Context: an optimization exercise on an open-source flow, tuned for small area. The choices shown serve that exercise and are no tape-out recipe.
The RTL was checked by simulation tests, not by an equivalence proof against the original design. No driver is modelled on the clock port, so clocking that relies on it looks cheaper here than on a real chip.

==> design/flow/design.v <==
module line_buff(clk, rst, sin, x1, x2, x3, y1, y3, z1, z2, z3);
  input clk, rst;
  input [7:0] sin;
  output [7:0] x1, x2, x3, y1, y3, z1, z2, z3;
  localparam N = 515;
  reg [8*N-1:0] sr;
  reg [9:0] age;
  always @(posedge clk) begin
    sr <= {sr[8*(N-1)-1:0], sin};
    if (rst)
      age <= 10'd0;
    else if (age != 10'd515)
      age <= age + 10'd1;
  end
  wire v0   = (age != 10'd0);
  wire v1   = (age >  10'd1);
  wire v2   = (age >  10'd2);
  wire v256 = (age >  10'd256);
  wire v258 = (age >  10'd258);
  wire v512 = (age >  10'd512);
  wire v513 = (age >  10'd513);
  wire v514 = (age >  10'd514);
  assign x1 = sr[8*0   +: 8] & {8{v0}};
  assign x2 = sr[8*1   +: 8] & {8{v1}};
  assign x3 = sr[8*2   +: 8] & {8{v2}};
  assign y1 = sr[8*256 +: 8] & {8{v256}};
  assign y3 = sr[8*258 +: 8] & {8{v258}};
  assign z1 = sr[8*512 +: 8] & {8{v512}};
  assign z2 = sr[8*513 +: 8] & {8{v513}};
  assign z3 = sr[8*514 +: 8] & {8{v514}};
endmodule
module kernel(x1, x2, x3, y1, y3, z1, z2, z3, ax, ay);
  input [7:0] x1, x2, x3, y1, y3, z1, z2, z3;
  output [8:0] ax, ay;
  wire [8:0] gx, gy;
  sum6 sx(.a({1'b0, x1}), .b({x2, 1'b1}), .c({1'b0, x3}),
          .d({1'b0, ~z1}), .e({~z2, 1'b1}), .f({1'b0, ~z3}), .s(gx));
  sum6 sy(.a({1'b0, x1}), .b({y1, 1'b1}), .c({1'b0, z1}),
          .d({1'b0, ~x3}), .e({~y3, 1'b1}), .f({1'b0, ~z3}), .s(gy));
  absv abx(.g(gx), .a(ax));
  absv aby(.g(gy), .a(ay));
endmodule
module sum6(a, b, c, d, e, f, s);
  input [8:0] a, b, c, d, e, f;
  output [8:0] s;
  wire [8:0] s1, c1, s2, c2, s3, c3, s4, c4;
  csa9 k1(a, b, c, s1, c1);
  csa9 k2(d, e, f, s2, c2);
  csa9 k3(s1, c1, s2, s3, c3);
  csa9 k4(s3, c3, c2, s4, c4);
  rca #(9) r(.a(s4), .b({c4[8:1], 1'b1}), .ci(1'b1), .s(s));
endmodule
module csa9(a, b, c, s, cy);
  input [8:0] a, b, c;
  output [8:0] s, cy;
  assign s = a ^ b ^ c;
  assign cy = {(a[7:0] & b[7:0]) | (a[7:0] & c[7:0]) | (b[7:0] & c[7:0]), 1'b0};
endmodule
module absv(g, a);
  input [8:0] g;
  output [8:0] a;
  wire [8:0] c;
  assign c[0] = g[8];
  genvar j;
  generate
    for (j = 0; j < 9; j = j + 1) begin : b_
      wire v = g[j] ^ g[8];
      assign a[j] = v ^ c[j];
      if (j < 8) begin : n
        assign c[j+1] = v & c[j];
      end
    end
  endgenerate
endmodule
module rca(a, b, ci, s);
  parameter W = 16;
  input [W-1:0] a, b;
  input ci;
  output [W-1:0] s;
  wire [W:0] c;
  assign c[0] = ci;
  genvar j;
  generate
    for (j = 0; j < W; j = j + 1) begin : b_
      assign s[j] = a[j] ^ b[j] ^ c[j];
      assign c[j+1] = (a[j] & b[j]) | (a[j] & c[j]) | (b[j] & c[j]);
    end
  endgenerate
endmodule
module cstage(x, t, n, xo, to, no);
  parameter I = 0;
  parameter Z = 0;
  input [15:0] x;
  input [14:0] t;
  input n;
  output [15:0] xo;
  output [14:0] to;
  output no;
  wire [15:0] d;
  wire cx, cy;
  cslice #(.I(I), .L(0), .H(16), .Z(Z)) s(.x(x), .t(t), .n(n), .cxi(n), .cyi(1'b1),
                                          .xo(xo), .d(d), .cxo(cx), .cyo(cy));
  assign to = d[14:0] ^ {15{d[15]}};
  assign no = n ^ d[15];
endmodule
module cslice(x, t, n, cxi, cyi, xo, d, cxo, cyo);
  parameter I = 0;
  parameter L = 0;
  parameter H = 16;
  parameter Z = 0;
  input [15:0] x;
  input [14:0] t;
  input n;
  input cxi, cyi;
  output [15:0] xo, d;
  output cxo, cyo;
  wire [15:0] xz, tz;
  wire [16:0] cx, cy;
  genvar j;
  generate
    for (j = 0; j < 16; j = j + 1) begin : b
      if (j < Z) begin : k
        assign xz[j] = 1'b0;
        assign tz[j] = n;
      end else begin : v
        assign xz[j] = x[j];
        if (j < 15) begin : t_
          assign tz[j] = t[j];
        end else begin : t15
          assign tz[j] = 1'b0;
        end
      end
    end
    for (j = 0; j <= 16; j = j + 1) begin : c
      if (j < L || j > H) begin : u
        assign cx[j] = 1'b0;
        assign cy[j] = 1'b0;
      end else if (j == L) begin : i
        assign cx[j] = cxi;
        assign cy[j] = cyi;
      end
    end
    for (j = 0; j < 16; j = j + 1) begin : a
      if (j < L || j >= H) begin : u
        assign xo[j] = 1'b0;
        assign d[j] = 1'b0;
      end else begin : v
        wire xa = xz[j];
        wire xb = (j + I > 14) ? 1'b0 : tz[(j + I > 14) ? 14 : j + I];
        wire ya = tz[j];
        wire yb = ~xz[(j + I > 15) ? 15 : j + I];
        assign xo[j] = xa ^ xb ^ cx[j];
        assign cx[j+1] = (xa & xb) | (xa & cx[j]) | (xb & cx[j]);
        assign d[j] = ya ^ yb ^ cy[j];
        assign cy[j+1] = (ya & yb) | (ya & cy[j]) | (yb & cy[j]);
      end
    end
  endgenerate
  assign cxo = cx[H];
  assign cyo = cy[H];
endmodule
module cstate(clk, x, t, n, xq, tq, nq);
  parameter I = 2;
  localparam Z = (I < 2) ? 6 : (I == 2) ? 5 : (I == 3) ? 3 : 0;
  input clk;
  input [15:0] x;
  input [14:0] t;
  input n;
  output [15:0] xq;
  output [14:0] tq;
  output reg nq;
  reg [15:Z] xr;
  reg [14:Z] tr;
  always @(posedge clk) begin
    xr <= x[15:Z];
    tr <= t[14:Z];
    nq <= n;
  end
  genvar j;
  generate
    for (j = 0; j < 16; j = j + 1) begin : b
      if (j < Z) begin : k
        assign xq[j] = 1'b0;
        assign tq[j] = nq;
      end else begin : v
        assign xq[j] = xr[j];
        if (j < 15) begin : t_
          assign tq[j] = tr[j];
        end
      end
    end
  endgenerate
endmodule
module cordic_mag(clk, ax, ay, mag);
  input clk;
  input [8:0] ax, ay;
  output [7:0] mag;
  wire [15:0] x0 = {ax[8], 1'b0, ax[7:0], 6'b0};
  wire [14:0] t0 = ay[8] ? 15'h7FFF : {1'b0, ay[7:0], 6'b0};
  wire [15:0] x1, x2;
  wire [14:0] t1, t2;
  wire n1, n2;
  cstage #(.I(0), .Z(6)) s0(.x(x0), .t(t0), .n(ay[8]), .xo(x1), .to(t1), .no(n1));
  cstage #(.I(1), .Z(6)) s1(.x(x1), .t(t1), .n(n1), .xo(x2), .to(t2), .no(n2));
  wire [15:0] x_2;
  wire [14:0] t_2;
  wire n_2;
  cstate #(.I(2)) r2(.clk(clk), .x(x2), .t(t2), .n(n2), .xq(x_2), .tq(t_2), .nq(n_2));
  wire [15:0] x_3;
  wire [14:0] t_3;
  wire n_3;
  cstage #(.I(2), .Z(5)) s2(.x(x_2), .t(t_2), .n(n_2), .xo(x_3), .to(t_3), .no(n_3));
  wire [15:0] xl_3, dl_3;
  wire cxl_3, cyl_3;
  cslice #(.I(3), .L(0), .H(6), .Z(3)) lo3(.x(x_3), .t(t_3), .n(n_3), .cxi(n_3), .cyi(1'b1),
    .xo(xl_3), .d(dl_3), .cxo(cxl_3), .cyo(cyl_3));
  reg [5:0] rxl_3, rdl_3;
  reg rcx_3, rcy_3, rn_3;
  reg [15:6] rx_3;
  reg [14:6] rt_3;
  always @(posedge clk) begin
    rxl_3 <= xl_3[5:0];
    rdl_3 <= dl_3[5:0];
    rcx_3 <= cxl_3;
    rcy_3 <= cyl_3;
    rn_3 <= n_3;
    rx_3 <= x_3[15:6];
    rt_3 <= t_3[14:6];
  end
  wire [15:0] xh_3, dh_3;
  wire cxh_3, cyh_3;
  cslice #(.I(3), .L(6), .H(16), .Z(0)) hi3(.x({rx_3, 6'b0}), .t({rt_3, 6'b0}), .n(rn_3), .cxi(rcx_3), .cyi(rcy_3),
    .xo(xh_3), .d(dh_3), .cxo(cxh_3), .cyo(cyh_3));
  wire [15:0] d_3 = {dh_3[15:6], rdl_3};
  wire [15:0] x_4 = {xh_3[15:6], rxl_3};
  wire [14:0] t_4 = d_3[14:0] ^ {15{d_3[15]}};
  wire n_4 = rn_3 ^ d_3[15];
  wire [15:0] xl_4, dl_4;
  wire cxl_4, cyl_4;
  cslice #(.I(4), .L(0), .H(12), .Z(0)) lo4(.x(x_4), .t(t_4), .n(n_4), .cxi(n_4), .cyi(1'b1),
    .xo(xl_4), .d(dl_4), .cxo(cxl_4), .cyo(cyl_4));
  reg [11:0] rxl_4, rdl_4;
  reg rcx_4, rcy_4, rn_4;
  reg [15:12] rx_4;
  reg [14:12] rt_4;
  always @(posedge clk) begin
    rxl_4 <= xl_4[11:0];
    rdl_4 <= dl_4[11:0];
    rcx_4 <= cxl_4;
    rcy_4 <= cyl_4;
    rn_4 <= n_4;
    rx_4 <= x_4[15:12];
    rt_4 <= t_4[14:12];
  end
  wire [15:0] xh_4, dh_4;
  wire cxh_4, cyh_4;
  cslice #(.I(4), .L(12), .H(16), .Z(0)) hi4(.x({rx_4, 12'b0}), .t({rt_4, 12'b0}), .n(rn_4), .cxi(rcx_4), .cyi(rcy_4),
    .xo(xh_4), .d(dh_4), .cxo(cxh_4), .cyo(cyh_4));
  wire [15:0] d_4 = {dh_4[15:12], rdl_4};
  wire [15:0] x_5 = {xh_4[15:12], rxl_4};
  wire [14:0] t_5 = d_4[14:0] ^ {15{d_4[15]}};
  wire n_5 = rn_4 ^ d_4[15];
  wire [15:0] x_6;
  wire [14:0] t_6;
  wire n_6;
  cstage #(.I(5), .Z(0)) s5(.x(x_5), .t(t_5), .n(n_5), .xo(x_6), .to(t_6), .no(n_6));
  wire [15:0] xq_6;
  wire [14:0] tq_6;
  wire nq_6;
  cstate #(.I(6)) r6(.clk(clk), .x(x_6), .t(t_6), .n(n_6), .xq(xq_6), .tq(tq_6), .nq(nq_6));
  wire [15:0] x_7;
  wire [14:0] t_7;
  wire n_7;
  cstage #(.I(6), .Z(0)) s6(.x(xq_6), .t(tq_6), .n(nq_6), .xo(x_7), .to(t_7), .no(n_7));
  wire [15:0] xl_7, dl_7;
  wire cxl_7, cyl_7;
  cslice #(.I(7), .L(0), .H(6), .Z(0)) lo7(.x(x_7), .t(t_7), .n(n_7), .cxi(n_7), .cyi(1'b1),
    .xo(xl_7), .d(dl_7), .cxo(cxl_7), .cyo(cyl_7));
  reg [5:0] rxl_7, rdl_7;
  reg rcx_7, rcy_7, rn_7;
  reg [15:6] rx_7;
  reg [14:6] rt_7;
  always @(posedge clk) begin
    rxl_7 <= xl_7[5:0];
    rdl_7 <= dl_7[5:0];
    rcx_7 <= cxl_7;
    rcy_7 <= cyl_7;
    rn_7 <= n_7;
    rx_7 <= x_7[15:6];
    rt_7 <= t_7[14:6];
  end
  wire [15:0] xh_7, dh_7;
  wire cxh_7, cyh_7;
  cslice #(.I(7), .L(6), .H(16), .Z(0)) hi7(.x({rx_7, 6'b0}), .t({rt_7, 6'b0}), .n(rn_7), .cxi(rcx_7), .cyi(rcy_7),
    .xo(xh_7), .d(dh_7), .cxo(cxh_7), .cyo(cyh_7));
  wire [15:0] d_7 = {dh_7[15:6], rdl_7};
  wire [15:0] x_8 = {xh_7[15:6], rxl_7};
  wire [14:0] t_8 = d_7[14:0] ^ {15{d_7[15]}};
  wire n_8 = rn_7 ^ d_7[15];
  wire [15:0] xl_8, dl_8;
  wire cxl_8, cyl_8;
  cslice #(.I(8), .L(0), .H(12), .Z(0)) lo8(.x(x_8), .t(t_8), .n(n_8), .cxi(n_8), .cyi(1'b1),
    .xo(xl_8), .d(dl_8), .cxo(cxl_8), .cyo(cyl_8));
  reg [11:0] rxl_8, rdl_8;
  reg rcx_8, rcy_8, rn_8;
  reg [15:12] rx_8;
  reg [14:12] rt_8;
  always @(posedge clk) begin
    rxl_8 <= xl_8[11:0];
    rdl_8 <= dl_8[11:0];
    rcx_8 <= cxl_8;
    rcy_8 <= cyl_8;
    rn_8 <= n_8;
    rx_8 <= x_8[15:12];
    rt_8 <= t_8[14:12];
  end
  wire [15:0] xh_8, dh_8;
  wire cxh_8, cyh_8;
  cslice #(.I(8), .L(12), .H(16), .Z(0)) hi8(.x({rx_8, 12'b0}), .t({rt_8, 12'b0}), .n(rn_8), .cxi(rcx_8), .cyi(rcy_8),
    .xo(xh_8), .d(dh_8), .cxo(cxh_8), .cyo(cyh_8));
  wire [15:0] d_8 = {dh_8[15:12], rdl_8};
  wire [15:0] x_9 = {xh_8[15:12], rxl_8};
  wire [14:0] t_9 = d_8[14:0] ^ {15{d_8[15]}};
  wire n_9 = rn_8 ^ d_8[15];
  wire [15:0] x_10;
  wire [14:0] t_10;
  wire n_10;
  cstage #(.I(9), .Z(0)) s9(.x(x_9), .t(t_9), .n(n_9), .xo(x_10), .to(t_10), .no(n_10));
  wire [15:0] xq_10;
  wire [14:0] tq_10;
  wire nq_10;
  cstate #(.I(10)) r10(.clk(clk), .x(x_10), .t(t_10), .n(n_10), .xq(xq_10), .tq(tq_10), .nq(nq_10));
  wire [15:0] x_11;
  wire [14:0] t_11;
  wire n_11;
  cstage #(.I(10), .Z(0)) s10(.x(xq_10), .t(tq_10), .n(nq_10), .xo(x_11), .to(t_11), .no(n_11));
  wire [15:0] xl_11, dl_11;
  wire cxl_11, cyl_11;
  cslice #(.I(11), .L(0), .H(7), .Z(0)) lo11(.x(x_11), .t(t_11), .n(n_11), .cxi(n_11), .cyi(1'b1),
    .xo(xl_11), .d(dl_11), .cxo(cxl_11), .cyo(cyl_11));
  reg [6:0] rxl_11, rdl_11;
  reg rcx_11, rcy_11, rn_11;
  reg [15:7] rx_11;
  reg [14:7] rt_11;
  always @(posedge clk) begin
    rxl_11 <= xl_11[6:0];
    rdl_11 <= dl_11[6:0];
    rcx_11 <= cxl_11;
    rcy_11 <= cyl_11;
    rn_11 <= n_11;
    rx_11 <= x_11[15:7];
    rt_11 <= t_11[14:7];
  end
  wire [15:0] xh_11, dh_11;
  wire cxh_11, cyh_11;
  cslice #(.I(11), .L(7), .H(16), .Z(0)) hi11(.x({rx_11, 7'b0}), .t({rt_11, 7'b0}), .n(rn_11), .cxi(rcx_11), .cyi(rcy_11),
    .xo(xh_11), .d(dh_11), .cxo(cxh_11), .cyo(cyh_11));
  wire [15:0] d_11 = {dh_11[15:7], rdl_11};
  wire [15:0] x_12 = {xh_11[15:7], rxl_11};
  wire [14:0] t_12 = d_11[14:0] ^ {15{d_11[15]}};
  wire n_12 = rn_11 ^ d_11[15];
  wire [15:0] xl_12, dl_12;
  wire cxl_12, cyl_12;
  cslice #(.I(12), .L(0), .H(13), .Z(0)) lo12(.x(x_12), .t(t_12), .n(n_12), .cxi(n_12), .cyi(1'b1),
    .xo(xl_12), .d(dl_12), .cxo(cxl_12), .cyo(cyl_12));
  reg [12:0] rxl_12, rdl_12;
  reg rcx_12, rcy_12, rn_12;
  reg [15:13] rx_12;
  reg [14:13] rt_12;
  always @(posedge clk) begin
    rxl_12 <= xl_12[12:0];
    rdl_12 <= dl_12[12:0];
    rcx_12 <= cxl_12;
    rcy_12 <= cyl_12;
    rn_12 <= n_12;
    rx_12 <= x_12[15:13];
    rt_12 <= t_12[14:13];
  end
  wire [15:0] xh_12, dh_12;
  wire cxh_12, cyh_12;
  cslice #(.I(12), .L(13), .H(16), .Z(0)) hi12(.x({rx_12, 13'b0}), .t({rt_12, 13'b0}), .n(rn_12), .cxi(rcx_12), .cyi(rcy_12),
    .xo(xh_12), .d(dh_12), .cxo(cxh_12), .cyo(cyh_12));
  wire [15:0] d_12 = {dh_12[15:13], rdl_12};
  wire [15:0] x_13 = {xh_12[15:13], rxl_12};
  wire [14:0] t_13 = d_12[14:0] ^ {15{d_12[15]}};
  wire n_13 = rn_12 ^ d_12[15];
  wire [15:0] x_14;
  wire [14:0] t_14;
  wire n_14;
  cstage #(.I(13), .Z(0)) s13(.x(x_13), .t(t_13), .n(n_13), .xo(x_14), .to(t_14), .no(n_14));
  reg [15:0] x14r;
  reg t14r, n14r, z14r;
  always @(posedge clk) begin
    x14r <= x_14;
    t14r <= t_14[14];
    n14r <= n_14;
    z14r <= (t_14 == 15'd0);
  end
  wire n15 = n14r ^ (z14r & (x14r[15:14] == 2'b01));
  wire [1:0] s = {1'b0, t14r} + {1'b0, n14r} + {1'b0, n15};
  wire [7:0] m;
  gain_mul g(.x(x14r), .s(s), .mag(m));
  reg [8*5-1:0] md;
  always @(posedge clk)
    md <= {md[8*4-1:0], m};
  assign mag = md[8*5-1 -: 8];
endmodule
module gain_mul(x, s, mag);
  input [15:0] x;
  input [1:0] s;
  output [7:0] mag;
  wire [27:0] q0 = {4'b0, x, 8'b0};
  wire [27:0] q1 = {7'b0, x, 5'b0};
  wire [27:0] q2 = {11'b0, x, 1'b0};
  wire [27:0] q3 = {12'b0, x};
  wire [27:0] ms1, mc1, ms, mc;
  csa28 m1(q0, q1, q2, ms1, mc1);
  csa28 m2(ms1, mc1, q3, ms, mc);
  wire [27:0] r0 = {x[14:0], 13'b0};
  wire [27:0] r1 = {1'b0, x, 11'b0};
  wire [27:0] r2 = (s == 2'd0) ? 28'd2 : (s == 2'd1) ? 28'd9951 :
                   (s == 2'd2) ? 28'd19900 : 28'd29849;
  wire [27:0] s1, c1, s2, c2, s3, c3;
  csa28 a1(r0, r1, r2, s1, c1);
  csa28 a2(s1, c1, ~ms, s2, c2);
  csa28 a3(s2, c2, ~mc, s3, c3);
  wire [27:0] s6 = s3, c6 = c3;
  wire [19:0] g = s6[19:0] & c6[19:0];
  wire [19:0] p = s6[19:0] | c6[19:0];
  wire [5:0] cb;
  assign cb[0] = 1'b0;
  genvar k;
  generate
    for (k = 0; k < 5; k = k + 1) begin : blk
      wire [3:0] gg = g[4*k +: 4];
      wire [3:0] pp = p[4*k +: 4];
      wire bg = gg[3] | (pp[3] & gg[2]) | (pp[3] & pp[2] & gg[1]) |
                (pp[3] & pp[2] & pp[1] & gg[0]);
      wire bp = &pp;
      assign cb[k+1] = bg | (bp & cb[k]);
    end
  endgenerate
  rca #(8) hi(.a(s6[27:20]), .b(c6[27:20]), .ci(cb[5]), .s(mag));
endmodule
module csa28(a, b, c, s, cy);
  input [27:0] a, b, c;
  output [27:0] s, cy;
  assign s = a ^ b ^ c;
  assign cy = {(a[26:0] & b[26:0]) | (a[26:0] & c[26:0]) | (b[26:0] & c[26:0]), 1'b0};
endmodule
module build(rst, clk, sin, sout);
  parameter bitsize = 8, length = 256;
  input rst, clk;
  input [bitsize-1:0] sin;
  output [bitsize-1:0] sout;
  wire [7:0] x1, x2, x3, y1, y3, z1, z2, z3;
  wire [8:0] ax, ay;
  reg [8:0] axr, ayr;
  line_buff lb(.clk(clk), .rst(rst), .sin(sin), .x1(x1), .x2(x2), .x3(x3),
               .y1(y1), .y3(y3), .z1(z1), .z2(z2), .z3(z3));
  kernel k(.x1(x1), .x2(x2), .x3(x3), .y1(y1), .y3(y3), .z1(z1), .z2(z2),
           .z3(z3), .ax(ax), .ay(ay));
  always @(posedge clk) begin
    axr <= ax;
    ayr <= ay;
  end
  cordic_mag c(.clk(clk), .ax(axr), .ay(ayr), .mag(sout));
endmodule
==> design/flow/flow/run.sh <==
#!/bin/bash
# Standard layout, with clock tree synthesis run without dummy loads and the
# ports buffered with the smallest buffer.
set -e
export CTS_ARGS="-sink_clustering_enable -repair_clock_nets -sink_clustering_size 35 -sink_clustering_max_diameter 80 -dont_use_dummy_load"
export BUFFER_PORTS_ARGS="-buffer_cell sky130_fd_sc_hd__buf_1"
bash standard.sh > standard.log 2>&1
==> design/flow/standard.sh <==
#!/bin/bash
# synth_recipe.tcl (not shown) runs the flow's synth.tcl, then flattens the netlist and writes it again
# the make line also repeats each setting of config.mk as NAME=value (left out here)
make -C /OpenROAD-flow-scripts/flow DESIGN_CONFIG=/design/flow/config.mk WORK_HOME=/design/flow/orfs CLKGATE_MAP_FILE= SYNTH_SCRIPT=/design/flow/synth_recipe.tcl "${@:-finish}"
==> design/flow/config.mk <==
export PLATFORM = sky130hd
export DESIGN_NAME = build
export DESIGN_NICKNAME = build
export VERILOG_FILES = /design/flow/design.v
export SDC_FILE = /design/flow/constraint.sdc
export NUM_CORES = 4
export LEC_CHECK = 0
export CAP_MARGIN = 20
export CORE_MARGIN = 2
export CORE_UTILIZATION = 45
export CTS_CLUSTER_DIAMETER = 80
export CTS_CLUSTER_SIZE = 35
export PLACE_DENSITY = 0.6
export SLEW_MARGIN = 20
==> design/flow/constraint.sdc <==
create_clock -name core_clock -period 12.0 [get_ports {clk}]
set_input_delay 2.4000 -clock core_clock [delete_from_list [all_inputs] [get_ports {clk}]]
set_output_delay 2.4000 -clock core_clock [all_outputs]
set_load 0.01 [all_outputs]
==> impl_metrics.yaml <==
status:
  outcome: "complete, no violations"
sta:
  slew_viol_final: 0
  setup_tns_ns: 0
  hold_viol_final: 0
  max_slew_margin_pct: 38.7
  period_needed_ns: 10.47
  clock.fmax_ghz: 0.0955
  whs_ns: 0.221
  skew_ns: 0.106
  setup_viol_count_final: 0
  rsz0062_at_grt: "no"
  finalCritPeriodShare_pct: 87.2
  setup_ws_ns: 1.53
  worst_pin_slew_ns: 0.919
yosys:
  yosysWarnings: 6
  synthArstFlopShare_pct: 0
  syn-instance-count: 6089
  synth_area_sq_um: 106000
  yosysSeqAreaShare_pct: 84.7
  synth-seq-cells: 4497
  synth_cell_types: 54
  synth_nets: 6713
  synth-main-ff-cell: "dfxtp_1"
  syn_area_per_cell_sq_um: 17.5
  synth_edf_count: 0
clock_tree:
  cts.sinks: 4497
  clk_pin_slew_worst_paths_ns: 0.11
  cts_hold_buf: 0
  cts_inserted_buffers: 163
  ctsRootBufferMaster: "clkbuf_16"
  cts_buffer_depth: 3
  htree_num_levels: 4
  cts_setup_buffers: 0
  cts_tree: "yes"
  worstSkewPairLatency_ns: 0.86
  cts_resized: 0
drt:
  routed_wl_um: 111000
  via_count: 35766
  drt_iter0_drc: 1371
  antenna_left: 0
  avgRoutedWirePerCell_um: 11.8
  drc: 0
  routed_via_density: 3.80
  dr.pass1.iters: 4
layout:
  final_common_cell: "dfxtp_1"
  fin_area_sq_um: 114000
  final_cell_mix: "4497 x dfxtp_1, 529 x inv_1, 419 x fa_1, 195 x ha_1, 163 x clkbuf_16"
  drive_above_1_share_pct: 3.32
  nets: 6889
  syn2layout_area_growth_pct: 7.61
worst_setup_path:
  end_kind: "register"
  critPathLaunchType: "register"
  cp_max_fo: 10
  rrSetupSlack_ns: 1.53
  worstSetupPathType: "reg -> reg"
  worst-r2r-cell-count: 26
  cp.arrival_ns: 11.16
  required_ns: 12.69
global_route:
  grt.met1_usage_pct: 14.3
  grt_pass1_wl_um: 190000
  globalRoute.busiestLayer: "met1"
  grt_max_degree: 36
  grtUsageMet3_pct: 1.98
  track_usage_pct: 9.47
  grt_pass1_vias: 37428
  antenna_found_initial: 2
  grt.overflow.total: 0
  grt_use_met2_pct: 13.4
floorplan:
  core_sq_um: 235000
  start_util_pct: 45.2
  die_w_um: 490
  dieArea_sq_um: 240000
  top_level_ports: 18
  die_h_um: 490
  rows: 178
place:
  dpl_cell_area_sq_um: 110000
  hpwl_um: 64300
  gp_congestion: 0.750
  dp_slack_ns: 1.36
  portBuffers: 17
run:
  cap_violations: 0
worst_hold_path:
  whs_path_depth: 0
  worstHoldPathType: "reg -> reg"
-- kinds of logic (layout without fill, tap and decap cells) --
family                     after synthesis  count (layout)  share of synthesized area, %
adders and majority gates              616             616                          10.2
and+or+nand+nor                        139             139                         0.679
DFF                                   4497            4497                          84.7
other                                    0               2                             0
xor gates and xnor gates               251             251                          2.17
muxes                                    2               2                        0.0188
buffers and inverters                  551             725                          1.99
AOI/OAI and AO/OA                       33              33                         0.221
-- layer usage --
layer,up-vias,share of wire [%]
met5,-,0
met4,0,2.9
met3,213,3.4
met2,245,39
met1,16891,55
li1,18417,-
-- per-stage QoR --
stage	cells	util, %
2_1_floorplan	6089	-
3_3_place_gp	9249	46.9
3_5_place_dp	9249	46.9
4_1_cts	9412	48.7
5_1_grt	9414	48.7
6_report	9415	48.7
-- worst max-delay path, cell delays in order, from the launching register on --
cell,delay (ns)
dfxtp_1,0.35
ha_1,0.16
inv_1,0.05
fa_1,0.45
fa_1,0.47
fa_1,0.46
fa_1,0.46
fa_1,0.46
fa_1,0.46
fa_1,0.46
fa_1,0.47
fa_1,0.46
fa_1,0.47
fa_1,0.46
fa_1,0.46
fa_1,0.51
fa_1,0.45
xor2_1,0.50
buf_4,0.31
xor2_1,0.11
fa_1,0.41
fa_1,0.38
fa_1,0.39
fa_1,0.39
fa_1,0.36
inv_1,0.07
fa_1,0.41
-- worst paths after layout --
check | endpoint | start
setup / recovery | c.rdl_11[6]$_DFF_P_ | c.r10.xr[10]$_DFF_P_
setup reg to reg | c.rdl_11[6]$_DFF_P_ | c.r10.xr[10]$_DFF_P_
hold reg to reg | lb.sr[3082]$_DFF_P_ | lb.sr[3074]$_DFF_P_
hold / removal | lb.sr[3082]$_DFF_P_ | lb.sr[3074]$_DFF_P_
-- synthesized netlist by cell type (7+ instances only) --
cell     count  area [sq um]
inv_1      529          1990
or2_2        9          56.3
dfxtp_1   4497         90000
nand3_1      8          40.0
xnor2_1    148          1300
ha_1       195          2440
buf_4        9          67.6
nand2_1     48           180
xor2_1      91           797
and2_1      26           163
a21oi_1      8          40.0
fa_1       419          8390
nor2_1      20          75.1
buf_2        7          35.0
-- registers in the layout, indices dropped and copies added, names as in the netlist, 13 cells and up --
signal and count:
c.md 40, c.r10.tr 15, c.r10.xr 16, c.r6.tr 15, c.r6.xr 16, c.rdl_12 13, c.rxl_12 13, c.x14r 16
lb.sr 4120
-- layout make-up --
class	instances	area, sq um
Timing Repair Buffer	33	180
Fill cell	19502	121000
Tap cell	3150	3940
Multi-Input combinational cell	1041	14100
Clock buffer	163	4080
Inverter	529	1990
Antenna cell	2	5.00
Sequential cell	4497	90000

[static timing again, ports no longer ideal]
In the flow no input, the clock included, has a driving cell. The finished layout below was timed again as built, in two steps.
Step 1 (the two cells are an assumption about what drives the block):
set clk [get_ports {clk}]
set_driving_cell -lib_cell sky130_fd_sc_hd__clkbuf_16 $clk
set_driving_cell -lib_cell sky130_fd_sc_hd__buf_2 [delete_from_list [all_inputs] $clk]
Step 2 also shifts input and output timing later by t, the mid clock arrival at the registers, as if the neighbouring blocks saw the same clock.
Three values: ideal ports, drivers, drivers and shift; two values: the first two.
shift t [ns]: 0.886
setup slack, ns: 1.531 / 1.531 / 1.531
worst setup path after step 2: register to register
worst slew at a driven data input, ns: 0.04
After both steps this run still meets setup and hold. For this run, drivers alone change the setup slack by 0.000 ns; drivers and shift together by 0.000 ns.
